This is an optimization exercise on Yosys and OpenROAD, whose aim is small area and a short achievable clock period, not a production implementation.
Only simulation tests tie the RTL to the original design; equivalence was not proved.

## flow/design.v (module list and top-level ports; edited modules follow where they fit)
// module dff: 16 lines
// module filter: 4984 lines
// module fa_cell: 4 lines
module filter #(parameter DATA_WIDTH = 16) (
    input clk,
    input rst_n,
    input signed [DATA_WIDTH-1:0] FilterIn,
    input ValidIn,
    output signed [32:0] data_out,
    output reg ValidOut);
  // ...
==> flow/flow/run.sh <==
#!/bin/bash
# Layout: the standard flow (standard.sh) unchanged, except that timing repair
# aims at a larger setup margin (a shorter period than the 10.5 ns clock) and the
# port buffers are plain buffers instead of delay cells.  make's full output goes
# to make_finish.log here; each ORFS step keeps its own log under orfs/logs/.
set -uo pipefail
bash standard.sh SETUP_SLACK_MARGIN=6.25 'BUFFER_PORTS_ARGS=-buffer_cell sky130_fd_sc_hd__buf_4' finish > make_finish.log 2>&1
status=$?
tail -n 40 make_finish.log
exit $status
==> flow/standard.sh <==
#!/bin/bash
# synth_recipe.tcl (not shown) runs the flow's synth.tcl, then flattens the netlist and writes it again
# the make line also repeats each setting of config.mk as NAME=value (left out here)
make -C /OpenROAD-flow-scripts/flow DESIGN_CONFIG=/design/flow/config.mk WORK_HOME=/design/flow/orfs CLKGATE_MAP_FILE= SYNTH_SCRIPT=/design/flow/synth_recipe.tcl "${@:-finish}"
==> flow/config.mk <==
export PLATFORM = sky130hd
export DESIGN_NAME = filter
export DESIGN_NICKNAME = filter
export VERILOG_FILES = /design/flow/design.v
export SDC_FILE = /design/flow/constraint.sdc
export NUM_CORES = 4
export LEC_CHECK = 0
export CAP_MARGIN = 20
export CORE_MARGIN = 2
export CORE_UTILIZATION = 25
export SETUP_SLACK_MARGIN = 5
export SLEW_MARGIN = 20
export SYNTH_HIERARCHICAL = 1
export TNS_END_PERCENT = 100
==> flow/constraint.sdc <==
create_clock -name core_clock -period 10.5 [get_ports {clk}]
set_input_delay 2.1000 -clock core_clock [delete_from_list [all_inputs] [get_ports {clk}]]
set_output_delay 2.1000 -clock core_clock [all_outputs]
set_load 0.01 [all_outputs]
==> parameters.txt, run 1 <==
Parameter                              Value

Worst setup path
  Startpoint class of the critical path ... input port
  Standard cell with the maximum stage delay on the critical path ... fa_2
  Critical register-to-register path endpoint ... rg_25
  CP endpoint kind ... flip-flop
  Critical path peak fanout ... 8
  Launch point of the worst reg-to-reg path ... r1_9_1

Placement
  Placed instance count ... ~4,400
  Post-Place Worst Slack ... about 5.0 ns
  Last weighted congestion value of the routability-driven placer ... around 0.92
  Count of buffers inserted at the top-level ports ... 52

STA
  Accumulated negative setup slack ... 0 ns
  Final setup skew ... around 0.036 ns
  Highest achievable clock rate ... approximately 0.23 GHz
  Number of pins exceeding their max-slew limit in the final report ... 0
  Post-route setup slack ... 6.219 ns

Clock tree
  Root buffer cell ... clkbuf_16
  TritonCTS clock tree ... done

Floorplanning
  TAP cells ... approximately 1,900
  Initial Util ... 0.2521

Layout
  NonClk Buf Share ... 0.01770
  Clock buffers ... 82
  FFs & Latches ... approximately 550
  Final antenna diode count ... 0
  Layout-stage area growth over the synthesis result ... 15.27%
  Number of fill cells ... 14,590

Synthesis
  Synth top area cells ... fa_1 41%, dfrtp_1 26%, ha_1 6.8%
  Syn Inst Count ... between 2,000 and 3,000
  Synthesized-area fraction occupied by xor and xnor cells ... 0.02861
  Synthesized-area fraction occupied by and/or/nand/nor cells ... 0.03675
  Area fraction in compound gates after synthesis ... 0.06488

Drt
  Drc violations ... 0
  Met1 WL ... about 42,000 um
  Routed wire length per instance ... just over 20 um
  Average vias per placed instance ... 4.323

Global route
  Wire length of the first global-routing pass ... roughly 140,000 um
  GRT overflow ... 0
  Global-route total usage across every layer ... 0.1279

Outcome
  Result of the run ... timing/DRC/antenna clean
==> run 2: changes to the inputs <==
--- a/flow/design.v
+++ b/flow/design.v
@@ -3591,77 +3591,77 @@
 assign n1260 = ~pl2[13];
 assign n1261 = ~r2_23_2;
 assign n1262 = ~pl2[14];
 assign n1263 = ~pl2[15];
 assign s1264 = pl2[9] ^ pl2[6];
 assign c1265 = pl2[9] & pl2[6];
 fa_cell us1266 (.a(pl2[10]), .b(pl2[7]), .c(pl2[6]), .s(s1266), .co(c1267));
 fa_cell us1268 (.a(pl2[11]), .b(pl2[8]), .c(pl2[7]), .s(s1268), .co(c1269));
-assign s1270 = pr3[11] ^ pr3[9];
-assign c1271 = pr3[11] & pr3[9];
+assign s1270 = ~pr3[11] ^ ~pr3[9];
+assign c1271 = ~pr3[11] & ~pr3[9];
 fa_cell us1272 (.a(pl2[12]), .b(pl2[9]), .c(pl2[8]), .s(s1272), .co(c1273));
-assign s1274 = pr3[12] ^ pr3[10];
-assign c1275 = pr3[12] & pr3[10];
+assign s1274 = ~pr3[12] ^ ~pr3[10];
+assign c1275 = ~pr3[12] & ~pr3[10];
 fa_cell us1276 (.a(pl2[13]), .b(pl2[10]), .c(pl2[9]), .s(s1276), .co(c1277));
-fa_cell us1278 (.a(pr3[13]), .b(pr3[11]), .c(pr3[5]), .s(s1278), .co(c1279));
+fa_cell us1278 (.a(~pr3[13]), .b(~pr3[11]), .c(~pr3[5]), .s(s1278), .co(c1279));
 fa_cell us1280 (.a(pl2[14]), .b(pl2[11]), .c(pl2[10]), .s(s1280), .co(c1281));
-fa_cell us1282 (.a(pr3[14]), .b(pr3[12]), .c(pr3[6]), .s(s1282), .co(c1283));
-assign s1284 = pr3[4] ^ r2_15_0;
-assign c1285 = pr3[4] & r2_15_0;
+fa_cell us1282 (.a(~pr3[14]), .b(~pr3[12]), .c(~pr3[6]), .s(s1282), .co(c1283));
+assign s1284 = ~pr3[4] ^ r2_15_0;
+assign c1285 = ~pr3[4] & r2_15_0;
 fa_cell us1286 (.a(pl2[15]), .b(pl2[12]), .c(pl2[11]), .s(s1286), .co(c1287));
-fa_cell us1288 (.a(pr3[15]), .b(pr3[13]), .c(pr3[7]), .s(s1288), .co(c1289));
-fa_cell us1290 (.a(pl2[13]), .b(pl2[12]), .c(~pr3[16]), .s(s1290), .co(c1291));
-assign s1292 = pr3[14] ^ pr3[8];
-assign c1293 = pr3[14] & pr3[8];
+fa_cell us1288 (.a(~pr3[15]), .b(~pr3[13]), .c(~pr3[7]), .s(s1288), .co(c1289));
+fa_cell us1290 (.a(pl2[13]), .b(pl2[12]), .c(pr3[16]), .s(s1290), .co(c1291));
+assign s1292 = ~pr3[14] ^ ~pr3[8];
+assign c1293 = ~pr3[14] & ~pr3[8];
 fa_cell us1294 (.a(pl2[7]), .b(pl2[4]), .c(pl2[3]), .s(s1294), .co(c1295));
 fa_cell us1296 (.a(pl2[8]), .b(pl2[5]), .c(pl2[4]), .s(s1296), .co(c1297));
-assign s1298 = pr3[8] ^ pr3[6];
-assign c1299 = pr3[8] & pr3[6];
-fa_cell us1300 (.a(pl2[5]), .b(pr3[9]), .c(pr3[7]), .s(s1300), .co(c1301));
-fa_cell us1302 (.a(pr3[1]), .b(r2_10_0), .c(r2_10_1), .s(s1302), .co(c1303));
+assign s1298 = ~pr3[8] ^ ~pr3[6];
+assign c1299 = ~pr3[8] & ~pr3[6];
+fa_cell us1300 (.a(pl2[5]), .b(~pr3[9]), .c(~pr3[7]), .s(s1300), .co(c1301));
+fa_cell us1302 (.a(~pr3[1]), .b(r2_10_0), .c(r2_10_1), .s(s1302), .co(c1303));
 fa_cell us1304 (.a(n1223), .b(n1224), .c(n1225), .s(s1304), .co(c1305));
-fa_cell us1306 (.a(pr3[10]), .b(pr3[8]), .c(pr3[2]), .s(s1306), .co(c1307));
-fa_cell us1308 (.a(pr3[0]), .b(r2_11_0), .c(r2_11_1), .s(s1308), .co(c1309));
+fa_cell us1306 (.a(~pr3[10]), .b(~pr3[8]), .c(~pr3[2]), .s(s1306), .co(c1307));
+fa_cell us1308 (.a(~pr3[0]), .b(r2_11_0), .c(r2_11_1), .s(s1308), .co(c1309));
 fa_cell us1310 (.a(n1226), .b(n1227), .c(c1265), .s(s1310), .co(c1311));
-fa_cell us1312 (.a(pr3[3]), .b(pr3[1]), .c(r2_12_0), .s(s1312), .co(c1313));
+fa_cell us1312 (.a(~pr3[3]), .b(~pr3[1]), .c(r2_12_0), .s(s1312), .co(c1313));
 fa_cell us1314 (.a(r2_12_1), .b(r2_12_2), .c(n1228), .s(s1314), .co(c1315));
 fa_cell us1316 (.a(n1229), .b(s1270), .c(c1267), .s(s1316), .co(c1317));
-fa_cell us1318 (.a(pr3[4]), .b(pr3[2]), .c(r2_13_0), .s(s1318), .co(c1319));
+fa_cell us1318 (.a(~pr3[4]), .b(~pr3[2]), .c(r2_13_0), .s(s1318), .co(c1319));
 fa_cell us1320 (.a(r2_13_1), .b(n1230), .c(n1231), .s(s1320), .co(c1321));
 fa_cell us1322 (.a(c1271), .b(s1274), .c(c1269), .s(s1322), .co(c1323));
-fa_cell us1324 (.a(pr3[3]), .b(r2_14_0), .c(r2_14_1), .s(s1324), .co(c1325));
+fa_cell us1324 (.a(~pr3[3]), .b(r2_14_0), .c(r2_14_1), .s(s1324), .co(c1325));
 fa_cell us1326 (.a(n1232), .b(n1233), .c(n1234), .s(s1326), .co(c1327));
 fa_cell us1328 (.a(c1275), .b(c1273), .c(s1276), .s(s1328), .co(c1329));
 fa_cell us1330 (.a(r2_15_1), .b(n1235), .c(n1236), .s(s1330), .co(c1331));
 fa_cell us1332 (.a(n1237), .b(n1238), .c(s1284), .s(s1332), .co(c1333));
 fa_cell us1334 (.a(c1277), .b(c1279), .c(s1280), .s(s1334), .co(c1335));
-fa_cell us1336 (.a(pr3[5]), .b(r2_16_0), .c(r2_16_1), .s(s1336), .co(c1337));
+fa_cell us1336 (.a(~pr3[5]), .b(r2_16_0), .c(r2_16_1), .s(s1336), .co(c1337));
 fa_cell us1338 (.a(n1239), .b(n1240), .c(n1241), .s(s1338), .co(c1339));
 fa_cell us1340 (.a(c1285), .b(c1281), .c(c1283), .s(s1340), .co(c1341));
 assign s1342 = s1286 ^ s1288;
 assign c1343 = s1286 & s1288;
-fa_cell us1344 (.a(pr3[6]), .b(r2_17_0), .c(r2_17_1), .s(s1344), .co(c1345));
+fa_cell us1344 (.a(~pr3[6]), .b(r2_17_0), .c(r2_17_1), .s(s1344), .co(c1345));
 fa_cell us1346 (.a(n1242), .b(n1243), .c(n1244), .s(s1346), .co(c1347));
 fa_cell us1348 (.a(n1245), .b(s1292), .c(c1287), .s(s1348), .co(c1349));
 assign s1350 = c1289 ^ s1290;
 assign c1351 = c1289 & s1290;
-fa_cell us1352 (.a(pl2[14]), .b(pl2[13]), .c(pr3[15]), .s(s1352), .co(c1353));
-fa_cell us1354 (.a(pr3[9]), .b(pr3[7]), .c(r2_18_0), .s(s1354), .co(c1355));
+fa_cell us1352 (.a(pl2[14]), .b(pl2[13]), .c(~pr3[15]), .s(s1352), .co(c1353));
+fa_cell us1354 (.a(~pr3[9]), .b(~pr3[7]), .c(r2_18_0), .s(s1354), .co(c1355));
 fa_cell us1356 (.a(r2_18_1), .b(n1246), .c(n1247), .s(s1356), .co(c1357));
 assign s1358 = c1293 ^ c1291;
 assign c1359 = c1293 & c1291;
-fa_cell us1360 (.a(pl2[15]), .b(pl2[14]), .c(~pr3[16]), .s(s1360), .co(c1361));
-fa_cell us1362 (.a(pr3[10]), .b(pr3[8]), .c(r2_19_0), .s(s1362), .co(c1363));
+fa_cell us1360 (.a(pl2[15]), .b(pl2[14]), .c(pr3[16]), .s(s1360), .co(c1361));
+fa_cell us1362 (.a(~pr3[10]), .b(~pr3[8]), .c(r2_19_0), .s(s1362), .co(c1363));
 fa_cell us1364 (.a(r2_19_1), .b(r2_19_2), .c(n1248), .s(s1364), .co(c1365));
-fa_cell us1366 (.a(pl2[15]), .b(pr3[11]), .c(pr3[9]), .s(s1366), .co(c1367));
+fa_cell us1366 (.a(pl2[15]), .b(~pr3[11]), .c(~pr3[9]), .s(s1366), .co(c1367));
 assign s1368 = r2_20_0 ^ r2_20_1;
 assign c1369 = r2_20_0 & r2_20_1;
-assign s1370 = pr3[12] ^ pr3[10];
-assign c1371 = pr3[12] & pr3[10];
+assign s1370 = ~pr3[12] ^ ~pr3[10];
+assign c1371 = ~pr3[12] & ~pr3[10];
 assign s1372 = c1301 ^ c1303;
 assign c1373 = c1301 & c1303;
 fa_cell us1374 (.a(c1307), .b(c1309), .c(s1312), .s(s1374), .co(c1375));
 fa_cell us1376 (.a(c1313), .b(s1318), .c(s1272), .s(s1376), .co(c1377));
 fa_cell us1378 (.a(c1319), .b(s1324), .c(s1278), .s(s1378), .co(c1379));
 fa_cell us1380 (.a(c1325), .b(s1282), .c(c1327), .s(s1380), .co(c1381));
 assign s1382 = s1336 ^ c1331;
 assign c1383 = s1336 & c1331;
@@ -3669,28 +3669,28 @@
 assign s1386 = c1345 ^ s1352;
 assign c1387 = c1345 & s1352;
 assign s1388 = n1249 ^ c1353;
 assign c1389 = n1249 & c1353;
 assign s1390 = n1250 ^ n1251;
 assign c1391 = n1250 & n1251;
 assign s1392 = r2_21_0 ^ r2_21_1;
 assign c1393 = r2_21_0 & r2_21_1;
-assign s1394 = pr3[13] ^ pr3[11];
-assign c1395 = pr3[13] & pr3[11];
-fa_cell us1396 (.a(pl2[3]), .b(pl2[0]), .c(pr3[3]), .s(s1396), .co(c1397));
+assign s1394 = ~pr3[13] ^ ~pr3[11];
+assign c1395 = ~pr3[13] & ~pr3[11];
+fa_cell us1396 (.a(pl2[3]), .b(pl2[0]), .c(~pr3[3]), .s(s1396), .co(c1397));
 fa_cell us1398 (.a(pl2[4]), .b(pl2[1]), .c(pl2[0]), .s(s1398), .co(c1399));
-fa_cell us1400 (.a(pr3[4]), .b(pr3[2]), .c(r2_5_0), .s(s1400), .co(c1401));
+fa_cell us1400 (.a(~pr3[4]), .b(~pr3[2]), .c(r2_5_0), .s(s1400), .co(c1401));
 fa_cell us1402 (.a(pl2[5]), .b(pl2[2]), .c(pl2[1]), .s(s1402), .co(c1403));
-fa_cell us1404 (.a(pr3[5]), .b(pr3[3]), .c(r2_6_0), .s(s1404), .co(c1405));
+fa_cell us1404 (.a(~pr3[5]), .b(~pr3[3]), .c(r2_6_0), .s(s1404), .co(c1405));
 fa_cell us1406 (.a(pl2[6]), .b(pl2[3]), .c(pl2[2]), .s(s1406), .co(c1407));
-fa_cell us1408 (.a(pr3[6]), .b(pr3[4]), .c(r2_7_0), .s(s1408), .co(c1409));
-fa_cell us1410 (.a(pr3[7]), .b(pr3[5]), .c(r2_8_0), .s(s1410), .co(c1411));
+fa_cell us1408 (.a(~pr3[6]), .b(~pr3[4]), .c(r2_7_0), .s(s1408), .co(c1409));
+fa_cell us1410 (.a(~pr3[7]), .b(~pr3[5]), .c(r2_8_0), .s(s1410), .co(c1411));
 fa_cell us1412 (.a(r2_8_1), .b(n1221), .c(s1294), .s(s1412), .co(c1413));
-fa_cell us1414 (.a(pr3[0]), .b(r2_9_0), .c(n1222), .s(s1414), .co(c1415));
+fa_cell us1414 (.a(~pr3[0]), .b(r2_9_0), .c(n1222), .s(s1414), .co(c1415));
 fa_cell us1416 (.a(s1298), .b(c1295), .c(s1296), .s(s1416), .co(c1417));
 fa_cell us1418 (.a(c1299), .b(s1264), .c(c1297), .s(s1418), .co(c1419));
 fa_cell us1420 (.a(s1300), .b(s1302), .c(s1304), .s(s1420), .co(c1421));
 fa_cell us1422 (.a(s1306), .b(s1308), .c(s1266), .s(s1422), .co(c1423));
 fa_cell us1424 (.a(c1305), .b(s1372), .c(s1310), .s(s1424), .co(c1425));
 fa_cell us1426 (.a(s1268), .b(s1314), .c(c1373), .s(s1426), .co(c1427));
 fa_cell us1428 (.a(c1311), .b(s1316), .c(s1374), .s(s1428), .co(c1429));
 fa_cell us1430 (.a(c1315), .b(s1320), .c(c1317), .s(s1430), .co(c1431));
@@ -3718,21 +3718,21 @@
 fa_cell us1468 (.a(n1253), .b(n1254), .c(n1255), .s(s1468), .co(c1469));
 fa_cell us1470 (.a(c1369), .b(s1392), .c(s1370), .s(s1470), .co(c1471));
 assign s1472 = c1391 ^ c1367;
 assign c1473 = c1391 & c1367;
 fa_cell us1474 (.a(r2_22_0), .b(r2_22_1), .c(n1256), .s(s1474), .co(c1475));
 fa_cell us1476 (.a(n1257), .b(n1258), .c(c1393), .s(s1476), .co(c1477));
 assign s1478 = c1371 ^ s1394;
 assign c1479 = c1371 & s1394;
-fa_cell us1480 (.a(pr3[14]), .b(pr3[12]), .c(r2_23_0), .s(s1480), .co(c1481));
+fa_cell us1480 (.a(~pr3[14]), .b(~pr3[12]), .c(r2_23_0), .s(s1480), .co(c1481));
 fa_cell us1482 (.a(r2_23_1), .b(n1259), .c(n1260), .s(s1482), .co(c1483));
 assign s1484 = n1261 ^ c1395;
 assign c1485 = n1261 & c1395;
-fa_cell us1486 (.a(pl2[16]), .b(pr3[15]), .c(pr3[13]), .s(s1486), .co(c1487));
+fa_cell us1486 (.a(pl2[16]), .b(~pr3[15]), .c(~pr3[13]), .s(s1486), .co(c1487));
 fa_cell us1488 (.a(r2_24_0), .b(r2_24_1), .c(r2_24_2), .s(s1488), .co(c1489));
 assign s1490 = n1220 ^ c1399;
 assign c1491 = n1220 & c1399;
 fa_cell us1492 (.a(r2_7_1), .b(c1403), .c(c1405), .s(s1492), .co(c1493));
 fa_cell us1494 (.a(c1407), .b(c1409), .c(s1410), .s(s1494), .co(c1495));
 fa_cell us1496 (.a(c1411), .b(s1414), .c(c1413), .s(s1496), .co(c1497));
 fa_cell us1498 (.a(c1415), .b(c1417), .c(s1418), .s(s1498), .co(c1499));
 fa_cell us1500 (.a(c1419), .b(s1422), .c(c1421), .s(s1500), .co(c1501));
@@ -3746,24 +3746,24 @@
 assign c1515 = s1450 & c1447;
 fa_cell us1516 (.a(s1456), .b(s1460), .c(c1451), .s(s1516), .co(c1517));
 fa_cell us1518 (.a(s1462), .b(c1457), .c(s1466), .s(s1518), .co(c1519));
 fa_cell us1520 (.a(s1468), .b(s1472), .c(s1470), .s(s1520), .co(c1521));
 fa_cell us1522 (.a(c1469), .b(s1478), .c(s1474), .s(s1522), .co(c1523));
 fa_cell us1524 (.a(c1479), .b(s1480), .c(s1484), .s(s1524), .co(c1525));
 assign s1526 = n1262 ^ c1481;
 assign c1527 = n1262 & c1481;
-assign s1528 = ~pr3[16] ^ pr3[14];
-assign c1529 = ~pr3[16] & pr3[14];
-assign s1530 = pl2[1] ^ pr3[1];
-assign c1531 = pl2[1] & pr3[1];
-fa_cell us1532 (.a(pl2[2]), .b(pr3[2]), .c(pr3[0]), .s(s1532), .co(c1533));
+assign s1528 = pr3[16] ^ ~pr3[14];
+assign c1529 = pr3[16] & ~pr3[14];
+assign s1530 = pl2[1] ^ ~pr3[1];
+assign c1531 = pl2[1] & ~pr3[1];
+fa_cell us1532 (.a(pl2[2]), .b(~pr3[2]), .c(~pr3[0]), .s(s1532), .co(c1533));
 assign s1534 = r2_3_0 ^ xm[3];
 assign c1535 = r2_3_0 & xm[3];
-fa_cell us1536 (.a(pr3[1]), .b(r2_4_0), .c(n1218), .s(s1536), .co(c1537));
+fa_cell us1536 (.a(~pr3[1]), .b(r2_4_0), .c(n1218), .s(s1536), .co(c1537));
 fa_cell us1538 (.a(s1396), .b(xm[4]), .c(~xm[2]), .s(s1538), .co(c1539));
 fa_cell us1540 (.a(n1219), .b(c1397), .c(s1398), .s(s1540), .co(c1541));
 fa_cell us1542 (.a(s1400), .b(xm[5]), .c(~xm[3]), .s(s1542), .co(c1543));
 fa_cell us1544 (.a(c1401), .b(s1402), .c(s1404), .s(s1544), .co(c1545));
 fa_cell us1546 (.a(s1490), .b(xm[6]), .c(~xm[4]), .s(s1546), .co(c1547));
 fa_cell us1548 (.a(s1406), .b(s1408), .c(c1491), .s(s1548), .co(c1549));
 fa_cell us1550 (.a(s1492), .b(xm[7]), .c(~xm[5]), .s(s1550), .co(c1551));
 fa_cell us1552 (.a(c1493), .b(s1494), .c(s1412), .s(s1552), .co(c1553));
@@ -3797,23 +3797,23 @@
 fa_cell us1608 (.a(c1473), .b(c1471), .c(s1476), .s(s1608), .co(c1609));
 fa_cell us1610 (.a(s1522), .b(c1521), .c(xm[14]), .s(s1610), .co(c1611));
 fa_cell us1612 (.a(c1475), .b(s1482), .c(c1477), .s(s1612), .co(c1613));
 fa_cell us1614 (.a(s1524), .b(c1523), .c(~xm[15]), .s(s1614), .co(c1615));
 fa_cell us1616 (.a(c1485), .b(s1486), .c(s1488), .s(s1616), .co(c1617));
 fa_cell us1618 (.a(c1483), .b(s1526), .c(c1525), .s(s1618), .co(c1619));
 fa_cell us1620 (.a(r2_25_0), .b(n1263), .c(s1528), .s(s1620), .co(c1621));
 fa_cell us1622 (.a(c1487), .b(c1489), .c(c1527), .s(s1622), .co(c1623));
-fa_cell us1624 (.a(pl2[16]), .b(pr3[15]), .c(r2_26_0), .s(s1624), .co(c1625));
+fa_cell us1624 (.a(pl2[16]), .b(~pr3[15]), .c(r2_26_0), .s(s1624), .co(c1625));
 assign s1626 = r2_26_1 ^ c1529;
 assign c1627 = r2_26_1 & c1529;
-assign s1628 = ~pr3[16] ^ r2_27_0;
-assign c1629 = ~pr3[16] & r2_27_0;
-assign s1630 = pl2[0] ^ pr3[0];
-assign c1631 = pl2[0] & pr3[0];
+assign s1628 = pr3[16] ^ r2_27_0;
+assign c1629 = pr3[16] & r2_27_0;
+assign s1630 = pl2[0] ^ ~pr3[0];
+assign c1631 = pl2[0] & ~pr3[0];
 fa_cell us1632 (.a(r2_2_0), .b(s1530), .c(xm[2]), .s(s1632), .co(c1633));
 fa_cell us1634 (.a(c1531), .b(s1532), .c(~xm[1]), .s(s1634), .co(c1635));
 fa_cell us1636 (.a(c1533), .b(s1536), .c(c1535), .s(s1636), .co(c1637));
 fa_cell us1638 (.a(c1537), .b(s1540), .c(c1539), .s(s1638), .co(c1639));
 fa_cell us1640 (.a(c1541), .b(s1544), .c(c1543), .s(s1640), .co(c1641));
 fa_cell us1642 (.a(c1545), .b(s1548), .c(c1547), .s(s1642), .co(c1643));
 fa_cell us1644 (.a(c1549), .b(s1552), .c(c1551), .s(s1644), .co(c1645));
 fa_cell us1646 (.a(c1553), .b(s1556), .c(c1555), .s(s1646), .co(c1647));
@@ -3863,36 +3863,36 @@
 fa_cell us1732 (.a(s1676), .b(c1615), .c(c1675), .s(s1732), .co(c1733));
 fa_cell us1734 (.a(c1619), .b(s1678), .c(c1677), .s(s1734), .co(c1735));
 fa_cell us1736 (.a(c1623), .b(s1680), .c(c1679), .s(s1736), .co(c1737));
 fa_cell us1738 (.a(c1627), .b(s1682), .c(c1681), .s(s1738), .co(c1739));
 fa_cell us1740 (.a(r2_28_0), .b(c1629), .c(c1683), .s(s1740), .co(c1741));
 fa_cell us1742 (.a(r2_29_0), .b(r2_29_1), .c(r2_29_2), .s(s1742), .co(c1743));
 assign s1744 = r2_30_0 ^ r2_30_1;
 assign c1745 = r2_30_0 & r2_30_1;
-assign g1746 = r1_9_0 ^ r1_9_1;
-assign g1747 = r1_9_0 & r1_9_1;
-assign g1748 = r1_10_0 ^ r1_10_1;
-assign g1749 = r1_10_0 & r1_10_1;
-assign g1750 = r1_11_0 ^ r1_11_1;
-assign g1751 = r1_11_0 & r1_11_1;
-assign g1752 = r1_12_0 ^ r1_12_1;
-assign g1753 = r1_12_0 & r1_12_1;
-assign g1754 = r1_13_0 ^ r1_13_1;
-assign g1755 = r1_13_0 & r1_13_1;
-assign g1756 = r1_14_0 ^ r1_14_1;
-assign g1757 = r1_14_0 & r1_14_1;
-assign g1758 = r1_15_0 ^ r1_15_1;
-assign g1759 = r1_15_0 & r1_15_1;
+assign g1746 = ~r1_9_0 ^ r1_9_1;
+assign g1747 = ~r1_9_0 & r1_9_1;
+assign g1748 = ~r1_10_0 ^ r1_10_1;
+assign g1749 = ~r1_10_0 & r1_10_1;
+assign g1750 = ~r1_11_0 ^ r1_11_1;
+assign g1751 = ~r1_11_0 & r1_11_1;
+assign g1752 = ~r1_12_0 ^ r1_12_1;
+assign g1753 = ~r1_12_0 & r1_12_1;
+assign g1754 = ~r1_13_0 ^ r1_13_1;
+assign g1755 = ~r1_13_0 & r1_13_1;
+assign g1756 = ~r1_14_0 ^ r1_14_1;
+assign g1757 = ~r1_14_0 & r1_14_1;
+assign g1758 = ~r1_15_0 ^ ~r1_15_1;
+assign g1759 = ~r1_15_0 & ~r1_15_1;
 assign g1760 = r1_16_0 ^ r1_16_1;
 assign g1761 = r1_16_0 & r1_16_1;
-assign g1762 = r1_17_0 ^ r1_17_1;
-assign g1763 = r1_17_0 & r1_17_1;
-assign g1764 = r1_18_0 ^ r1_18_1;
-assign g1765 = r1_18_0 & r1_18_1;
+assign g1762 = r1_17_0 ^ ~r1_17_1;
+assign g1763 = r1_17_0 & ~r1_17_1;
+assign g1764 = ~r1_18_0 ^ ~r1_18_1;
+assign g1765 = ~r1_18_0 & ~r1_18_1;
 assign g1766 = g1748 & g1747;
 assign g1767 = g1749 | g1766;
 assign g1768 = g1748 & g1746;
 assign g1769 = g1750 & g1749;
 assign g1770 = g1751 | g1769;
 assign g1771 = g1750 & g1748;
 assign g1772 = g1752 & g1751;
 assign g1773 = g1753 | g1772;
@@ -3967,22 +3967,22 @@
 assign g1842 = g1750 ^ g1767;
 assign g1843 = g1752 ^ g1794;
 assign g1844 = g1754 ^ g1797;
 assign g1845 = g1756 ^ g1818;
 assign g1846 = g1758 ^ g1821;
 assign g1847 = g1760 ^ g1824;
 assign g1848 = g1762 ^ g1827;
 assign g1849 = g1764 ^ g1836;
-assign s1850 = r1_6_0 ^ r1_6_1;
-assign c1851 = r1_6_0 & r1_6_1;
-fa_cell us1852 (.a(r1_7_0), .b(r1_7_1), .c(~xm[7]), .s(s1852), .co(c1853));
+assign s1850 = r1_6_0 ^ ~r1_6_1;
+assign c1851 = r1_6_0 & ~r1_6_1;
+fa_cell us1852 (.a(r1_7_0), .b(~r1_7_1), .c(~xm[7]), .s(s1852), .co(c1853));
 assign s1854 = ~xm[4] ^ xm[1];
 assign c1855 = ~xm[4] & xm[1];
-fa_cell us1856 (.a(r1_8_0), .b(r1_8_1), .c(~xm[8]), .s(s1856), .co(c1857));
+fa_cell us1856 (.a(~r1_8_0), .b(r1_8_1), .c(~xm[8]), .s(s1856), .co(c1857));
 fa_cell us1858 (.a(~xm[5]), .b(xm[2]), .c(xm[1]), .s(s1858), .co(c1859));
 fa_cell us1860 (.a(g1746), .b(~xm[9]), .c(~xm[6]), .s(s1860), .co(c1861));
 fa_cell us1862 (.a(xm[3]), .b(xm[2]), .c(xm[0]), .s(s1862), .co(c1863));
 fa_cell us1864 (.a(g1841), .b(~xm[10]), .c(~xm[7]), .s(s1864), .co(c1865));
 fa_cell us1866 (.a(xm[4]), .b(xm[3]), .c(xm[1]), .s(s1866), .co(c1867));
 fa_cell us1868 (.a(g1842), .b(~xm[11]), .c(~xm[8]), .s(s1868), .co(c1869));
 fa_cell us1870 (.a(xm[5]), .b(xm[4]), .c(xm[2]), .s(s1870), .co(c1871));
 fa_cell us1872 (.a(g1843), .b(~xm[12]), .c(~xm[9]), .s(s1872), .co(c1873));
@@ -3999,27 +3999,27 @@
 fa_cell us1892 (.a(g1848), .b(~xm[14]), .c(xm[11]), .s(s1892), .co(c1893));
 assign s1894 = xm[10] ^ xm[8];
 assign c1895 = xm[10] & xm[8];
 fa_cell us1896 (.a(g1849), .b(xm[15]), .c(xm[12]), .s(s1896), .co(c1897));
 assign s1898 = xm[11] ^ xm[9];
 assign c1899 = xm[11] & xm[9];
 fa_cell us1900 (.a(r1_19_0), .b(r1_19_1), .c(g1839), .s(s1900), .co(c1901));
 fa_cell us1902 (.a(xm[13]), .b(xm[12]), .c(xm[10]), .s(s1902), .co(c1903));
-fa_cell us1904 (.a(r1_20_0), .b(r1_20_1), .c(xm[14]), .s(s1904), .co(c1905));
+fa_cell us1904 (.a(~r1_20_0), .b(r1_20_1), .c(xm[14]), .s(s1904), .co(c1905));
 assign s1906 = xm[13] ^ xm[11];
 assign c1907 = xm[13] & xm[11];
-fa_cell us1908 (.a(r1_21_0), .b(r1_21_1), .c(~xm[15]), .s(s1908), .co(c1909));
+fa_cell us1908 (.a(~r1_21_0), .b(~r1_21_1), .c(~xm[15]), .s(s1908), .co(c1909));
 assign s1910 = xm[14] ^ xm[12];
 assign c1911 = xm[14] & xm[12];
-fa_cell us1912 (.a(r1_22_0), .b(r1_22_1), .c(~xm[15]), .s(s1912), .co(c1913));
+fa_cell us1912 (.a(r1_22_0), .b(~r1_22_1), .c(~xm[15]), .s(s1912), .co(c1913));
 assign s1914 = r1_3_0 ^ r1_3_1;
 assign c1915 = r1_3_0 & r1_3_1;
-fa_cell us1916 (.a(r1_4_0), .b(r1_4_1), .c(~xm[4]), .s(s1916), .co(c1917));
-fa_cell us1918 (.a(r1_5_0), .b(r1_5_1), .c(~xm[5]), .s(s1918), .co(c1919));
+fa_cell us1916 (.a(~r1_4_0), .b(~r1_4_1), .c(~xm[4]), .s(s1916), .co(c1917));
+fa_cell us1918 (.a(r1_5_0), .b(~r1_5_1), .c(~xm[5]), .s(s1918), .co(c1919));
 fa_cell us1920 (.a(s1850), .b(~xm[6]), .c(~xm[3]), .s(s1920), .co(c1921));
 fa_cell us1922 (.a(c1851), .b(xm[0]), .c(s1854), .s(s1922), .co(c1923));
 fa_cell us1924 (.a(c1855), .b(c1853), .c(s1856), .s(s1924), .co(c1925));
 fa_cell us1926 (.a(c1857), .b(c1859), .c(s1860), .s(s1926), .co(c1927));
 fa_cell us1928 (.a(c1861), .b(c1863), .c(s1864), .s(s1928), .co(c1929));
 fa_cell us1930 (.a(c1865), .b(c1867), .c(s1868), .s(s1930), .co(c1931));
 fa_cell us1932 (.a(c1869), .b(c1871), .c(s1872), .s(s1932), .co(c1933));
 fa_cell us1934 (.a(c1873), .b(c1875), .c(s1876), .s(s1934), .co(c1935));
@@ -4030,20 +4030,20 @@
 fa_cell us1944 (.a(c1895), .b(s1898), .c(c1893), .s(s1944), .co(c1945));
 fa_cell us1946 (.a(s1900), .b(c1899), .c(c1897), .s(s1946), .co(c1947));
 fa_cell us1948 (.a(c1901), .b(s1906), .c(c1903), .s(s1948), .co(c1949));
 fa_cell us1950 (.a(c1907), .b(s1910), .c(c1905), .s(s1950), .co(c1951));
 fa_cell us1952 (.a(xm[13]), .b(c1911), .c(c1909), .s(s1952), .co(c1953));
 fa_cell us1954 (.a(r1_23_0), .b(r1_23_1), .c(xm[14]), .s(s1954), .co(c1955));
 assign s1956 = r1_24_0 ^ r1_24_1;
 assign c1957 = r1_24_0 & r1_24_1;
-assign s1958 = r1_0_0 ^ r1_0_1;
-assign c1959 = r1_0_0 & r1_0_1;
+assign s1958 = ~r1_0_0 ^ r1_0_1;
+assign c1959 = ~r1_0_0 & r1_0_1;
 fa_cell us1960 (.a(r1_1_0), .b(r1_1_1), .c(~xm[1]), .s(s1960), .co(c1961));
-fa_cell us1962 (.a(r1_2_0), .b(r1_2_1), .c(~xm[2]), .s(s1962), .co(c1963));
+fa_cell us1962 (.a(~r1_2_0), .b(~r1_2_1), .c(~xm[2]), .s(s1962), .co(c1963));
 fa_cell us1964 (.a(s1914), .b(~xm[3]), .c(~xm[0]), .s(s1964), .co(c1965));
 fa_cell us1966 (.a(c1915), .b(~xm[1]), .c(s1916), .s(s1966), .co(c1967));
 fa_cell us1968 (.a(~xm[2]), .b(c1917), .c(s1918), .s(s1968), .co(c1969));
 fa_cell us1970 (.a(xm[0]), .b(c1919), .c(s1920), .s(s1970), .co(c1971));
 fa_cell us1972 (.a(c1921), .b(s1852), .c(s1922), .s(s1972), .co(c1973));
 fa_cell us1974 (.a(s1858), .b(c1923), .c(s1924), .s(s1974), .co(c1975));
 fa_cell us1976 (.a(s1862), .b(c1925), .c(s1926), .s(s1976), .co(c1977));
 fa_cell us1978 (.a(s1866), .b(c1927), .c(s1928), .s(s1978), .co(c1979));
@@ -4056,29 +4056,29 @@
 fa_cell us1992 (.a(s1892), .b(c1941), .c(s1942), .s(s1992), .co(c1993));
 fa_cell us1994 (.a(s1896), .b(c1943), .c(s1944), .s(s1994), .co(c1995));
 fa_cell us1996 (.a(s1902), .b(c1945), .c(s1946), .s(s1996), .co(c1997));
 fa_cell us1998 (.a(s1904), .b(c1947), .c(s1948), .s(s1998), .co(c1999));
 fa_cell us2000 (.a(s1908), .b(c1949), .c(s1950), .s(s2000), .co(c2001));
 fa_cell us2002 (.a(s1912), .b(c1951), .c(s1952), .s(s2002), .co(c2003));
 fa_cell us2004 (.a(c1913), .b(s1954), .c(c1953), .s(s2004), .co(c2005));
 fa_cell us2006 (.a(s1956), .b(~xm[15]), .c(c1955), .s(s2006), .co(c2007));
-fa_cell us2008 (.a(r1_25_0), .b(r1_25_1), .c(c1957), .s(s2008), .co(c2009));
-assign s2010 = r1_26_0 ^ r1_26_1;
-assign c2011 = r1_26_0 & r1_26_1;
-assign s2012 = r1_27_0 ^ r1_27_1;
-assign c2013 = r1_27_0 & r1_27_1;
-assign s2014 = r1_28_0 ^ r1_28_1;
-assign c2015 = r1_28_0 & r1_28_1;
-assign s2016 = r1_29_0 ^ r1_29_1;
-assign c2017 = r1_29_0 & r1_29_1;
-assign s2018 = r1_30_0 ^ r1_30_1;
-assign c2019 = r1_30_0 & r1_30_1;
-assign s2020 = r1_31_0 ^ r1_31_1;
-assign c2021 = r1_31_0 & r1_31_1;
+fa_cell us2008 (.a(~r1_25_0), .b(r1_25_1), .c(c1957), .s(s2008), .co(c2009));
+assign s2010 = ~r1_26_0 ^ r1_26_1;
+assign c2011 = ~r1_26_0 & r1_26_1;
+assign s2012 = ~r1_27_0 ^ r1_27_1;
+assign c2013 = ~r1_27_0 & r1_27_1;
+assign s2014 = r1_28_0 ^ ~r1_28_1;
+assign c2015 = r1_28_0 & ~r1_28_1;
+assign s2016 = r1_29_0 ^ ~r1_29_1;
+assign c2017 = r1_29_0 & ~r1_29_1;
+assign s2018 = r1_30_0 ^ ~r1_30_1;
+assign c2019 = r1_30_0 & ~r1_30_1;
+assign s2020 = r1_31_0 ^ ~r1_31_1;
+assign c2021 = r1_31_0 & ~r1_31_1;
 assign g2022 = s1958 ^ ~xm[0];
 assign g2023 = s1958 & ~xm[0];
 assign g2024 = c1959 ^ s1960;
 assign g2025 = c1959 & s1960;
 assign g2026 = c1961 ^ s1962;
 assign g2027 = c1961 & s1962;
 assign g2028 = c1963 ^ s1964;
 assign g2029 = c1963 & s1964;
@@ -4592,17 +4592,17 @@
     d11 <= 16'd0;
     d12 <= 16'd0;
     d13 <= 16'd0;
     d14 <= 16'd0;
     pr4 <= 17'd0;
     pr5 <= 17'd0;
     pr6 <= 17'd0;
     pr7 <= 17'd0;
-    pr3 <= 17'h1ffff;
+    pr3 <= 17'd0;
     pl2 <= 17'd0;
     r2_0_0 <= 1'b0;
     r2_0_1 <= 1'b0;
     r2_1_0 <= 1'b1;
     r2_2_0 <= 1'b1;
     r2_3_0 <= 1'b0;
     r2_4_0 <= 1'b0;
     r2_4_1 <= 1'b0;
@@ -4663,80 +4663,80 @@
     r2_27_1 <= 1'b1;
     r2_28_0 <= 1'b0;
     r2_29_0 <= 1'b0;
     r2_29_1 <= 1'b0;
     r2_29_2 <= 1'b1;
     r2_30_0 <= 1'b1;
     r2_30_1 <= 1'b0;
     r2_31_0 <= 1'b1;
-    r1_0_0 <= 1'b1;
+    r1_0_0 <= 1'b0;
     r1_0_1 <= 1'b0;
     r1_1_0 <= 1'b0;
     r1_1_1 <= 1'b0;
-    r1_2_0 <= 1'b1;
-    r1_2_1 <= 1'b1;
+    r1_2_0 <= 1'b0;
+    r1_2_1 <= 1'b0;
     r1_3_0 <= 1'b0;
     r1_3_1 <= 1'b0;
-    r1_4_0 <= 1'b1;
-    r1_4_1 <= 1'b1;
+    r1_4_0 <= 1'b0;
+    r1_4_1 <= 1'b0;
     r1_5_0 <= 1'b0;
-    r1_5_1 <= 1'b1;
+    r1_5_1 <= 1'b0;
     r1_6_0 <= 1'b0;
-    r1_6_1 <= 1'b1;
+    r1_6_1 <= 1'b0;
     r1_7_0 <= 1'b0;
-    r1_7_1 <= 1'b1;
-    r1_8_0 <= 1'b1;
+    r1_7_1 <= 1'b0;
+    r1_8_0 <= 1'b0;
     r1_8_1 <= 1'b0;
-    r1_9_0 <= 1'b1;
+    r1_9_0 <= 1'b0;
     r1_9_1 <= 1'b0;
-    r1_10_0 <= 1'b1;
+    r1_10_0 <= 1'b0;
     r1_10_1 <= 1'b0;
-    r1_11_0 <= 1'b1;
+    r1_11_0 <= 1'b0;
     r1_11_1 <= 1'b0;
-    r1_12_0 <= 1'b1;
+    r1_12_0 <= 1'b0;
     r1_12_1 <= 1'b0;
-    r1_13_0 <= 1'b1;
+    r1_13_0 <= 1'b0;
     r1_13_1 <= 1'b0;
-    r1_14_0 <= 1'b1;
+    r1_14_0 <= 1'b0;
     r1_14_1 <= 1'b0;
-    r1_15_0 <= 1'b1;
-    r1_15_1 <= 1'b1;
+    r1_15_0 <= 1'b0;
+    r1_15_1 <= 1'b0;
     r1_16_0 <= 1'b0;
     r1_16_1 <= 1'b0;
     r1_17_0 <= 1'b0;
-    r1_17_1 <= 1'b1;
-    r1_18_0 <= 1'b1;
-    r1_18_1 <= 1'b1;
+    r1_17_1 <= 1'b0;
+    r1_18_0 <= 1'b0;
+    r1_18_1 <= 1'b0;
     r1_19_0 <= 1'b0;
     r1_19_1 <= 1'b0;
-    r1_20_0 <= 1'b1;
+    r1_20_0 <= 1'b0;
     r1_20_1 <= 1'b0;
-    r1_21_0 <= 1'b1;
-    r1_21_1 <= 1'b1;
+    r1_21_0 <= 1'b0;
+    r1_21_1 <= 1'b0;
     r1_22_0 <= 1'b0;
-    r1_22_1 <= 1'b1;
+    r1_22_1 <= 1'b0;
     r1_23_0 <= 1'b0;
     r1_23_1 <= 1'b0;
     r1_24_0 <= 1'b0;
     r1_24_1 <= 1'b0;
-    r1_25_0 <= 1'b1;
+    r1_25_0 <= 1'b0;
     r1_25_1 <= 1'b0;
-    r1_26_0 <= 1'b1;
+    r1_26_0 <= 1'b0;
     r1_26_1 <= 1'b0;
-    r1_27_0 <= 1'b1;
+    r1_27_0 <= 1'b0;
     r1_27_1 <= 1'b0;
     r1_28_0 <= 1'b0;
-    r1_28_1 <= 1'b1;
+    r1_28_1 <= 1'b0;
     r1_29_0 <= 1'b0;
-    r1_29_1 <= 1'b1;
+    r1_29_1 <= 1'b0;
     r1_30_0 <= 1'b0;
-    r1_30_1 <= 1'b1;
+    r1_30_1 <= 1'b0;
     r1_31_0 <= 1'b0;
-    r1_31_1 <= 1'b1;
+    r1_31_1 <= 1'b0;
   end else begin
     d1 <= xm;
     d2 <= d1;
     d3 <= d2;
     d4 <= d3;
     d5 <= d4;
     d6 <= d5;
     d7 <= d6;
@@ -4746,17 +4746,17 @@
     d11 <= d10;
     d12 <= d11;
     d13 <= d12;
     d14 <= d13;
     pr4 <= ({d1[15], d1} + {d9[15], d9});
     pr5 <= ({d2[15], d2} + {d8[15], d8});
     pr6 <= ({d3[15], d3} + {d7[15], d7});
     pr7 <= ({d4[15], d4} + {d6[15], d6});
-    pr3 <= ~({d1[15], d1} + {d11[15], d11});
+    pr3 <= ({d1[15], d1} + {d11[15], d11});
     pl2 <= {g1216, g1215, g1214, g1213, g1212, g1211, g1210, g1209, g1208, g1207, g1206, g1205, g1204, g1203, g1202, g1201, g1005};
     r2_0_0 <= s1;
     r2_0_1 <= d14[0];
     r2_1_0 <= s346;
     r2_2_0 <= s589;
     r2_3_0 <= s738;
     r2_4_0 <= s843;
     r2_4_1 <= s740;
@@ -4817,80 +4817,80 @@
     r2_27_1 <= c1002;
     r2_28_0 <= s1003;
     r2_29_0 <= s735;
     r2_29_1 <= c842;
     r2_29_2 <= c1004;
     r2_30_0 <= g586;
     r2_30_1 <= c736;
     r2_31_0 <= g587;
-    r1_0_0 <= s1684;
+    r1_0_0 <= ~s1684;
     r1_0_1 <= xm[0];
     r1_1_0 <= c1685;
     r1_1_1 <= s1686;
-    r1_2_0 <= c1687;
-    r1_2_1 <= s1688;
+    r1_2_0 <= ~c1687;
+    r1_2_1 <= ~s1688;
     r1_3_0 <= c1689;
     r1_3_1 <= s1690;
-    r1_4_0 <= c1691;
-    r1_4_1 <= s1692;
+    r1_4_0 <= ~c1691;
+    r1_4_1 <= ~s1692;
     r1_5_0 <= c1693;
-    r1_5_1 <= s1694;
+    r1_5_1 <= ~s1694;
     r1_6_0 <= c1695;
-    r1_6_1 <= s1696;
+    r1_6_1 <= ~s1696;
     r1_7_0 <= c1697;
-    r1_7_1 <= s1698;
-    r1_8_0 <= c1699;
+    r1_7_1 <= ~s1698;
+    r1_8_0 <= ~c1699;
     r1_8_1 <= s1700;
-    r1_9_0 <= c1701;
+    r1_9_0 <= ~c1701;
     r1_9_1 <= s1702;
-    r1_10_0 <= c1703;
+    r1_10_0 <= ~c1703;
     r1_10_1 <= s1704;
-    r1_11_0 <= c1705;
+    r1_11_0 <= ~c1705;
     r1_11_1 <= s1706;
-    r1_12_0 <= c1707;
+    r1_12_0 <= ~c1707;
     r1_12_1 <= s1708;
-    r1_13_0 <= c1709;
+    r1_13_0 <= ~c1709;
     r1_13_1 <= s1710;
-    r1_14_0 <= c1711;
+    r1_14_0 <= ~c1711;
     r1_14_1 <= s1712;
-    r1_15_0 <= c1713;
-    r1_15_1 <= s1714;
+    r1_15_0 <= ~c1713;
+    r1_15_1 <= ~s1714;
     r1_16_0 <= c1715;
     r1_16_1 <= s1716;
     r1_17_0 <= c1717;
-    r1_17_1 <= s1718;
-    r1_18_0 <= c1719;
-    r1_18_1 <= s1720;
+    r1_17_1 <= ~s1718;
+    r1_18_0 <= ~c1719;
+    r1_18_1 <= ~s1720;
     r1_19_0 <= c1721;
     r1_19_1 <= s1722;
-    r1_20_0 <= c1723;
+    r1_20_0 <= ~c1723;
     r1_20_1 <= s1724;
-    r1_21_0 <= c1725;
-    r1_21_1 <= s1726;
+    r1_21_0 <= ~c1725;
+    r1_21_1 <= ~s1726;
     r1_22_0 <= c1727;
-    r1_22_1 <= s1728;
+    r1_22_1 <= ~s1728;
     r1_23_0 <= c1729;
     r1_23_1 <= s1730;
     r1_24_0 <= c1731;
     r1_24_1 <= s1732;
-    r1_25_0 <= c1733;
+    r1_25_0 <= ~c1733;
     r1_25_1 <= s1734;
-    r1_26_0 <= c1735;
+    r1_26_0 <= ~c1735;
     r1_26_1 <= s1736;
-    r1_27_0 <= c1737;
+    r1_27_0 <= ~c1737;
     r1_27_1 <= s1738;
     r1_28_0 <= c1739;
-    r1_28_1 <= s1740;
+    r1_28_1 <= ~s1740;
     r1_29_0 <= c1741;
-    r1_29_1 <= s1742;
+    r1_29_1 <= ~s1742;
     r1_30_0 <= c1743;
-    r1_30_1 <= s1744;
+    r1_30_1 <= ~s1744;
     r1_31_0 <= c1745;
-    r1_31_1 <= r2_31_0;
+    r1_31_1 <= ~r2_31_0;
   end
 end
 always @(posedge clk) begin
   rp_0 <= g2022;
   rp_1 <= g2024;
   rp_2 <= g2026;
   rp_3 <= g2028;
   rp_4 <= g2030;
==> flow/config.mk (replaced) <==
export PLATFORM = sky130hd
export DESIGN_NAME = filter
export DESIGN_NICKNAME = filter
export VERILOG_FILES = /design/flow/design.v
export SDC_FILE = /design/flow/constraint.sdc
export NUM_CORES = 4
export LEC_CHECK = 0
export CAP_MARGIN = 20
export CORE_MARGIN = 2
export CORE_UTILIZATION = 65
export SETUP_SLACK_MARGIN = 5
export SLEW_MARGIN = 20
export SYNTH_HIERARCHICAL = 1
export TNS_END_PERCENT = 100
==> run 2 against run 1 <==
Still clean on timing, DRC and antenna. Die area decreased by 61%. Non-clock buffer count increased by 12. Final area decreased by 3.2%. Largest cell class unchanged. Highest routed layer is now met4.
==> parameters.txt, run 2 <==
Parameter                              Value

Floorplanning
  Floorplan Core Area ... 0.05606 mm2
  Die area ... between 0.05 and 0.06 mm2
  Die outline width ... 241.6 um
  Number of placement rows ... 87
  Initial Util ... 0.6545 (+0.4024)
  Vertical die dimension ... 241.6 um
  Number of placed I/O pins ... 53

Worst setup path
  Standard cell with the maximum stage delay on the critical path ... fa_1
  Critical path peak fanout ... 7 (-1)
  Worst setup path category ... input port to flip-flop
  Register-to-Register Setup Slack ... approximately 6.3 ns
  Number of cells on the critical path ... 11
  Required time of the critical path ... between 10 and 15 ns
  Worst Path Arrival ... ~4.8 ns
  Slowest Stage Delay on Critical Path ... ~0.6 ns
  Startpoint class of the critical path ... input port
  Cell chain of the critical path ... buf_16 -> buf_12 -> nand2_8 -> clkinv_8 -> fa_2 -> fa_1 -> fa_1 -> ha_4 -> a21oi_4 -> o21a_1 -> o21ai_1
  Critical path's most frequent cell ... fa_1
  Total buffers and inverters traversed by the critical path ... 3
  Family with the most delay on the worst path ... adder cells
  CP endpoint kind ... flip-flop
  Worst-case reg-to-reg path depth ... 7

Synthesis
  Synthesized flop and latch total ... 553
  Commonest cells in the synthesized netlist ... 744 x fa_1, 436 x dfrtp_1, 277 x inv_1, 199 x ha_1, 119 x a21oi_1
  Async SR Flop Fraction ... 0.8391
  Primary flip-flop cell chosen by synthesis mapping ... dfrtp_1
  Synth Net Count ... 3,507
  Synth top area cells ... fa_1 41%, dfrtp_1 30%, ha_1 6.8%
  Post-synthesis cell area ... between 0.03 and 0.04 mm2
  Syn Inst Count ... 2,545 (+1.6%)
  Synthesized area per cell ... about 14 um2
  Number of synthesized flops with an enable pin ... 0
  Count of different cell masters after synthesis ... 59
  Portion of synthesized cell area occupied by the leading cell type ... 0.4059
  Number of synthesis warnings ... 7
  Count leader, synth ... fa_1
  Most area-hungry cell type in the Yosys netlist ... fa_1
  Share of the yosys chip area belonging to registers ... 0.3660

Clock tree
  H-tree depth ... 2
  CTS sink cnt ... 553
  Clock latency at the later pin of the worst-skew pair ... roughly 0.65 ns
  Clock buffers created by TritonCTS ... 57
  Root buffer cell ... clkbuf_16
  Clock transition time at the flip-flop clock pins of the worst setup and hold paths ... 0.06 ns
  TritonCTS clock tree ... done
  Max clock buf depth ... 3

Outcome
  Result of the run ... timing/DRC/antenna clean

Drt
  Via count ... 20,160
  TritonRoute pass-1 iters ... 7
  Average vias per placed instance ... 5.831 (+35%)
  Post-detailed-route count of antenna-violating nets ... 0
  Routed WL ... just over 90,000 um
  Drc violations ... 0 (unchanged)
  Routed wire length per instance ... 26.72 um (+29%)
  Violation count after the first detailed-route iteration ... roughly 1,200

Placement
  Last weighted congestion value of the routability-driven placer ... 0.9652 (+5.3%)
  Placed Instance Area ... 0.03831 mm2
  Final HPWL DP ... around 75,000 um
  Placed instance count ... 3,317 (-25%)
  Count of buffers inserted at the top-level ports ... 52 (unchanged)

STA
  Final setup violating endpoints ... 0
  Relative slew margins ... 0.3512
  Highest achievable clock rate ... 0.2359 GHz (+0.99%)
  Setup repair after global routing missed its margin ... yes
  Accumulated negative setup slack ... 0 ns (unchanged)
  Share of the cycle needed by the critical path after routing ... 0.4037
  Number of pins exceeding their max-slew limit in the final report ... 0 (unchanged)
  Fin crit period ... 4.239 ns
  Final setup skew ... 0.02922 ns (-0.006989 ns)
  Final hold vios ... 0
  Worst hold margin ... approximately 0.34 ns
  Worst-Margin Slew ... ~0.97 ns

Layout
  Layout-stage area growth over the synthesis result ... 11.70%
  Layout net count ... approximately 3,600
  Most frequent standard cell in the layout excluding fill and tap cells ... fa_1
  Layout cell share with drive strength beyond 1 ... 0.1488
  Commonest cells after routing, fill and taps aside ... 710 x fa_1, 379 x dfrtp_1, 258 x inv_1
  Final antenna diode count ... 0 (unchanged)
  Final instance area ... approximately 0.041 mm2
  Number of non-filler instances in the completed layout ... between 3,000 and 4,000

Global route
  Global-route total usage across every layer ... 0.3375 (+0.2097)
  Largest net degree at the start of global routing ... roughly 180
  Wire length of the first global-routing pass ... 143,000 um (-0.72%)
  Vias in the first global route ... between 20,000 and 25,000
  Initial antenna violation count ... 4
  GRT overflow ... 0 (unchanged)

Worst hold path
  Type of the most critical hold path ... flip-flop to flip-flop
  Cell depth of the worst min-delay path ... 0

Flow run
  Max Cap Viol ... 0
run 2: cells by family after synthesis:
logic type | after synthesis | share of synthesized area
multiplexers | 1 | 0.0002728
XOR/XNOR | 126 | 0.03008
AND/OR/NAND/NOR | 242 | 0.03103
flip-flops | 553 | 0.3660
buffers and inverters | 319 | 0.03601
AO/OA/AOI/OAI | 360 | 0.06258
adder cells (fa/ha/maj) | 944 | 0.4741
run 2: Yosys stat by module (local to each module, per instance):
module / times used / cells inside / flip-flops and latches
filter: 1 / 1807 / 553
fa_cell: 738 / 1 / 0
run 2: worst paths after layout:
kind	startpoint	end
max	ValidIn	rg_14
min	d5[6]	d6[6]
max reg2reg	pr5[3]	r2_14_1
min reg2reg	d5[6]	d6[6]
max in group asynchronous	rst_n	pr7[15]
min in group asynchronous	rst_n	d3[3]
run 2: metal layers:
| metal | GRT usage | vias to the layer above | part of all wire | wire, um |
|---|---|---|---|---|
| li1 | - | 8442 | - | - |
| met1 | 0.4470 | 10790 | 0.39 | 36090 |
| met2 | 0.5692 | 716 | 0.50 | 46140 |
| met3 | 0.05594 | 221 | 0.061 | 5620 |
| met4 | 0.1308 | 0 | 0.049 | 4546 |
| met5 | 0 | - | 0 | 0 |
run 2: what timing repair did:
action	CTS	global route
gates cloned	2	0
resized for setup	75	67
pin swaps	24	42
hold buffers	0	0
setup endpoints to repair	90	65
buffers inserted	7	27
run 2: layout make-up:
cell class | instances | area [um2]
multi-input combinational | 1673 | 22630
clock inverter | 31 | 394.1
tap | 756 | 945.9
timing repair buffer | 95 | 847.1
clock buffer | 73 | 1556
sequential | 553 | 13510
inverter | 277 | 1102
fill | 3559 | 15080
run 2: worst reg2reg max path: stages (launching register included):
cell and delay (ns):
dfrtp_1 0.62, fa_1 0.54, fa_1 0.47, fa_1 0.54, fa_1 0.59, fa_1 0.43
fa_1 0.40, fa_1 0.48
run 2: metrics by stage:
step | worst slack (ns) | utilization
after floorplan | 5.716 | -
after global placement | 5.022 | 0.6835
after detailed placement | 4.950 | 0.6835
after CTS | 6.245 | 0.7238
after global routing | 6.196 | 0.7311
final | 6.261 | 0.7311
==> run 3: changes to the inputs <==
--- a/flow/config.mk
+++ b/flow/config.mk
@@ -7,7 +7,7 @@
 export LEC_CHECK = 0
 export CAP_MARGIN = 20
 export CORE_MARGIN = 2
-export CORE_UTILIZATION = 65
+export CORE_UTILIZATION = 25
 export SETUP_SLACK_MARGIN = 5
 export SLEW_MARGIN = 20
 export SYNTH_HIERARCHICAL = 1
==> run 3 against run 2 <==
Still clean on timing, DRC and antenna. Die area increased to 2.6 times the previous value. Synthesized cell count stayed put. Worst hold slack better by 0.00074 ns. First-iteration DRC count is 12% higher. Final area up 4.3%. Fmax hardly changed. Clock skew is 0.015 ns lower. Register-to-register slack improved by 0.02 ns.
==> parameters.txt, run 3 <==
Parameter                              Value

Outcome
  Result of the run ... timing/DRC/antenna clean

Drt
  Routed WL ... 94,380 um (+2.1%)
  Via count ... 19,890 (-1.4%)
  Average vias per placed instance ... 4.289 (-26%)
  TritonRoute pass-1 iters ... 8 (+1)
  Drc violations ... 0 (unchanged)
  Post-detailed-route count of antenna-violating nets ... 0 (unchanged)
  Routed wire length per instance ... 20.35 um (-24%)
  Violation count after the first detailed-route iteration ... 1,386 (+12%)

STA
  Setup repair after global routing missed its margin ... yes
  Worst-Margin Slew ... 0.9315 ns (-0.04162 ns)
  Final setup skew ... 0.01430 ns (-0.01492 ns)
  Highest achievable clock rate ... 0.2359 GHz (about the same)
  Fin crit period ... 4.240 ns (+0.0006300 ns)
  Relative slew margins ... 0.3790 (+0.02775)
  Accumulated negative setup slack ... 0 ns (unchanged)
  Final setup violating endpoints ... 0 (unchanged)
  Number of pins exceeding their max-slew limit in the final report ... 0 (unchanged)
  Share of the cycle needed by the critical path after routing ... 0.4038 (about the same)
  Final hold vios ... 0 (unchanged)
  Post-route setup slack ... 6.260 ns (-0.0006300 ns)

Synthesis
  Number of synthesized flops with an enable pin ... 0 (unchanged)
  Number of synthesis warnings ... 7 (unchanged)
  Synthesized-area fraction occupied by and/or/nand/nor cells ... 0.03103 (unchanged)
  Adder and majority gate portion of the synthesized area ... 0.4741 (unchanged)
  Syn Inst Count ... 2,545 (unchanged)
  Synthesized area per cell ... 14.42 um2 (unchanged)
  Primary flip-flop cell chosen by synthesis mapping ... dfrtp_1
  Count leader, synth ... fa_1
  Portion of synthesized cell area occupied by the leading cell type ... 0.4059 (unchanged)
  Commonest cells in the synthesized netlist ... 744 x fa_1, 436 x dfrtp_1, 277 x inv_1, 199 x ha_1, 119 x a21oi_1
  Synth Net Count ... 3,507 (unchanged)
  Post-synthesis cell area ... 0.03669 mm2 (unchanged)
  Share of the yosys chip area belonging to registers ... 0.3660 (unchanged)
  Multiplexer share of the synthesized area ... 0.0002728 (unchanged)
  Main combinational cell family by area after synthesis ... adder cells
  Synthesized flop and latch total ... 553 (unchanged)
  Async SR Flop Fraction ... 0.8391 (unchanged)
  Synth top area cells ... fa_1 41%, dfrtp_1 30%, ha_1 6.8%
  Synthesized-area fraction occupied by xor and xnor cells ... 0.03008 (unchanged)
  Count of different cell masters after synthesis ... 59 (unchanged)
  Area fraction in compound gates after synthesis ... 0.06257 (unchanged)
  Most area-hungry cell type in the Yosys netlist ... fa_1

Worst setup path
  Slowest Stage Delay on Critical Path ... 0.60 ns (about the same)
  Worst setup path category ... input port to flip-flop
  Total buffers and inverters traversed by the critical path ... 3 (unchanged)
  Standard cell with the maximum stage delay on the critical path ... fa_2
  Family with the most delay on the worst path ... adder cells
  Cell chain of the critical path ... buf_16 -> buf_4 -> nand2_4 -> inv_6 -> fa_2 -> fa_2 -> fa_2 -> ha_4 -> a21oi_4 -> o21ai_4 -> a21o_1
  Startpoint class of the critical path ... input port
  Worst Path Arrival ... 4.77 ns (+0.02 ns)
  Launch point of the worst reg-to-reg path ... d6[1]
  Critical register-to-register path endpoint ... r2_17_1
  Register-to-Register Setup Slack ... 6.31 ns (+0.02 ns)
  Critical path's most frequent cell ... fa_2
  Critical path peak fanout ... 8 (+1)
  Worst-case reg-to-reg path depth ... 8 (+1)
  CP endpoint kind ... flip-flop
  Required time of the critical path ... 11.03 ns (about the same)

Global route
  Initial antenna violation count ... 1 (-3)
  Vias in the first global route ... 22,670 (-2.5%)
  Wire length of the first global-routing pass ... 144,600 um (+1.1%)
  Global-route total usage across every layer ... 0.1290 (-0.2085)
  GRT overflow ... 0 (unchanged)
  Largest net degree at the start of global routing ... 171 (-2.3%)

Floorplanning
  Die outline width ... 387.1 um (+60%)
  Initial Util ... 0.2518 (-0.4027)
  Vertical die dimension ... 387.1 um (+60%)
  Number of placement rows ... 140 (+61%)
  Die area ... 0.1498 mm2 (+160%)
  Floorplan Core Area ... 0.1457 mm2 (+160%)
  Number of placed I/O pins ... 53 (unchanged)

Clock tree
  Clock buffers created by TritonCTS ... 57 (unchanged)
  Root buffer cell ... clkbuf_16
  Clock transition time at the flip-flop clock pins of the worst setup and hold paths ... 0.07 ns (about the same)
  Max clock buf depth ... 3 (unchanged)
  Clock latency at the later pin of the worst-skew pair ... 0.64 ns (about the same)
  TritonCTS clock tree ... done
  Post-CTS Hold Fix Bufs ... 0 (unchanged)
  CTS sink cnt ... 553 (unchanged)
  H-tree depth ... 2 (unchanged)

Placement
  Post-Place Worst Slack ... 4.898 ns (-0.05165 ns)
  Count of buffers inserted at the top-level ports ... 52 (unchanged)
  Last weighted congestion value of the routability-driven placer ... 0.9112 (-5.6%)
  Final HPWL DP ... 76,710 um (+2.9%)
  Placed instance count ... 4,477 (+35%)

Layout
  Layout net count ... 3,634 (+0.41%)
  Layout cell share with drive strength beyond 1 ... 0.1665 (+0.01777)
  Commonest cells after routing, fill and taps aside ... 708 x fa_1, 368 x dfrtp_1, 255 x inv_1
  Final antenna diode count ... 0 (unchanged)
  Most frequent standard cell in the layout excluding fill and tap cells ... fa_1
  Number of non-filler instances in the completed layout ... 4,637 (+34%)
  Layout-stage area growth over the synthesis result ... 16.50%
  Number of fill cells ... 14,580 (+310%)
  Final design utilization ... 0.2933 (-0.4378)

Worst hold path
  Cell depth of the worst min-delay path ... 0 (unchanged)
  Critical hold path startpoint ... d5[12]
  Type of the most critical hold path ... flip-flop to flip-flop
  Worst-case hold path end point ... d6[12]

Flow run
  Max Cap Viol ... 0 (unchanged)
==> run 3: cell count changes in the layout (fill, tap and decap cells not counted), sizes merged <==
cell | before | now
clkbuf | 73 | 84
inv | 278 | 279
clkinv | 17 | 12
bufinv | 6 | 3
buf | 94 | 108
==> run 3: modules after synthesis (local to each module, per instance) <==
module / flops+latches / cell area (um2) / cells
filter: 553 / 21920 / 1807
fa_cell: 0 / 20.02 / 1
==> run 3: cells by family after synthesis <==
kind of cell	count (synthesis)
fa+ha+maj	944
flops	553
compound gates	360
buf+inv	319
simple gates	242
xor+xnor	126
mux	1
==> run 3: timing repair <==
action | CTS | global route
gates cloned | 1 | 1
gates resized for setup | 66 | 112
pin swaps | 9 | 68
setup endpoints to repair | 96 | 73
buffers inserted | 10 | 41
==> run 3: through the flow <==
stage	hold WS, ns	cell area (um2)
3_5_place_dp	0.3347	39760
4_1_cts	0.3436	42050
6_report	0.3407	42750
5_1_grt	0.3530	42750
2_1_floorplan	0.3312	37280
3_3_place_gp	0.3316	39760
==> run 3: routing by layer <==
metal | GRT usage | routed length (um)
met4 | 0.03459 | 2430
met3 | 0.03025 | 5829
met5 | 0 | 0
met2 | 0.2077 | 43800
met1 | 0.1744 | 42330
==> run 3: worst max path at each step <==
| stage | startpoint | endpoint | cells after the start |
|---|---|---|---|
| 4_1_cts | ValidIn | rg_14 | 11 |
| 3_3_place_gp | ValidIn | rg_16 | 11 |
| 2_1_floorplan | ValidIn | rg_28 | 13 |
| 3_5_place_dp | ValidIn | rg_14 | 11 |
| 5_1_grt | ValidIn | rg_17 | 11 |
| 6_report | ValidIn | rg_15 | 11 |
==> run 3: final cells by class <==
class,instances,area [um2],share of cell area
sequential,553,13520,0.3164
clock inverter,24,229.0,0.005357
inverter,277,1105,0.02585
tap,1917,2399,0.05611
multi-input combinational,1673,22720,0.5316
clock buffer,83,1772,0.04145
timing repair buffer,110,994.7,0.02327

==> what the ideal ports hide <==
The flow's constraints put no driver on any port. The routed layouts listed below were extracted and timed again, unchanged, in two steps. Step 1 (the two cells are an assumption about what drives the block):
set clk [get_ports {clk}]
set_driving_cell -lib_cell sky130_fd_sc_hd__clkbuf_16 $clk
set_driving_cell -lib_cell sky130_fd_sc_hd__buf_2 [delete_from_list [all_inputs] $clk]
Step 2 also shifts input and output timing later by t, the mid clock arrival at the registers, as if the neighbouring blocks saw the same clock. a / b / c = ideal / step 1 / step 2; a / b = the first two.
| run | t, ns | slack for setup (ns) | worst hold slack (ns) | worst setup path at the end | worst register clock-pin slew, ns |
|---|---|---|---|---|---|
| run 1 | 0.685 | 6.219 / 6.043 / 5.357 | 0.330 / 0.330 / 0.330 | input to register | 0.08 / 0.08 |
| run 2 | 0.698 | 6.261 / 6.129 / 5.431 | 0.340 / 0.340 / 0.340 | input to register | 0.07 / 0.07 |
| run 3 | 0.704 | 6.260 / 6.121 / 5.418 | 0.341 / 0.341 / 0.341 | input to register | 0.07 / 0.07 |
After both steps setup and hold are still met in every run listed. For run 1, which loses most, drivers alone change the setup slack by -0.176 ns; drivers and shift together by -0.862 ns.
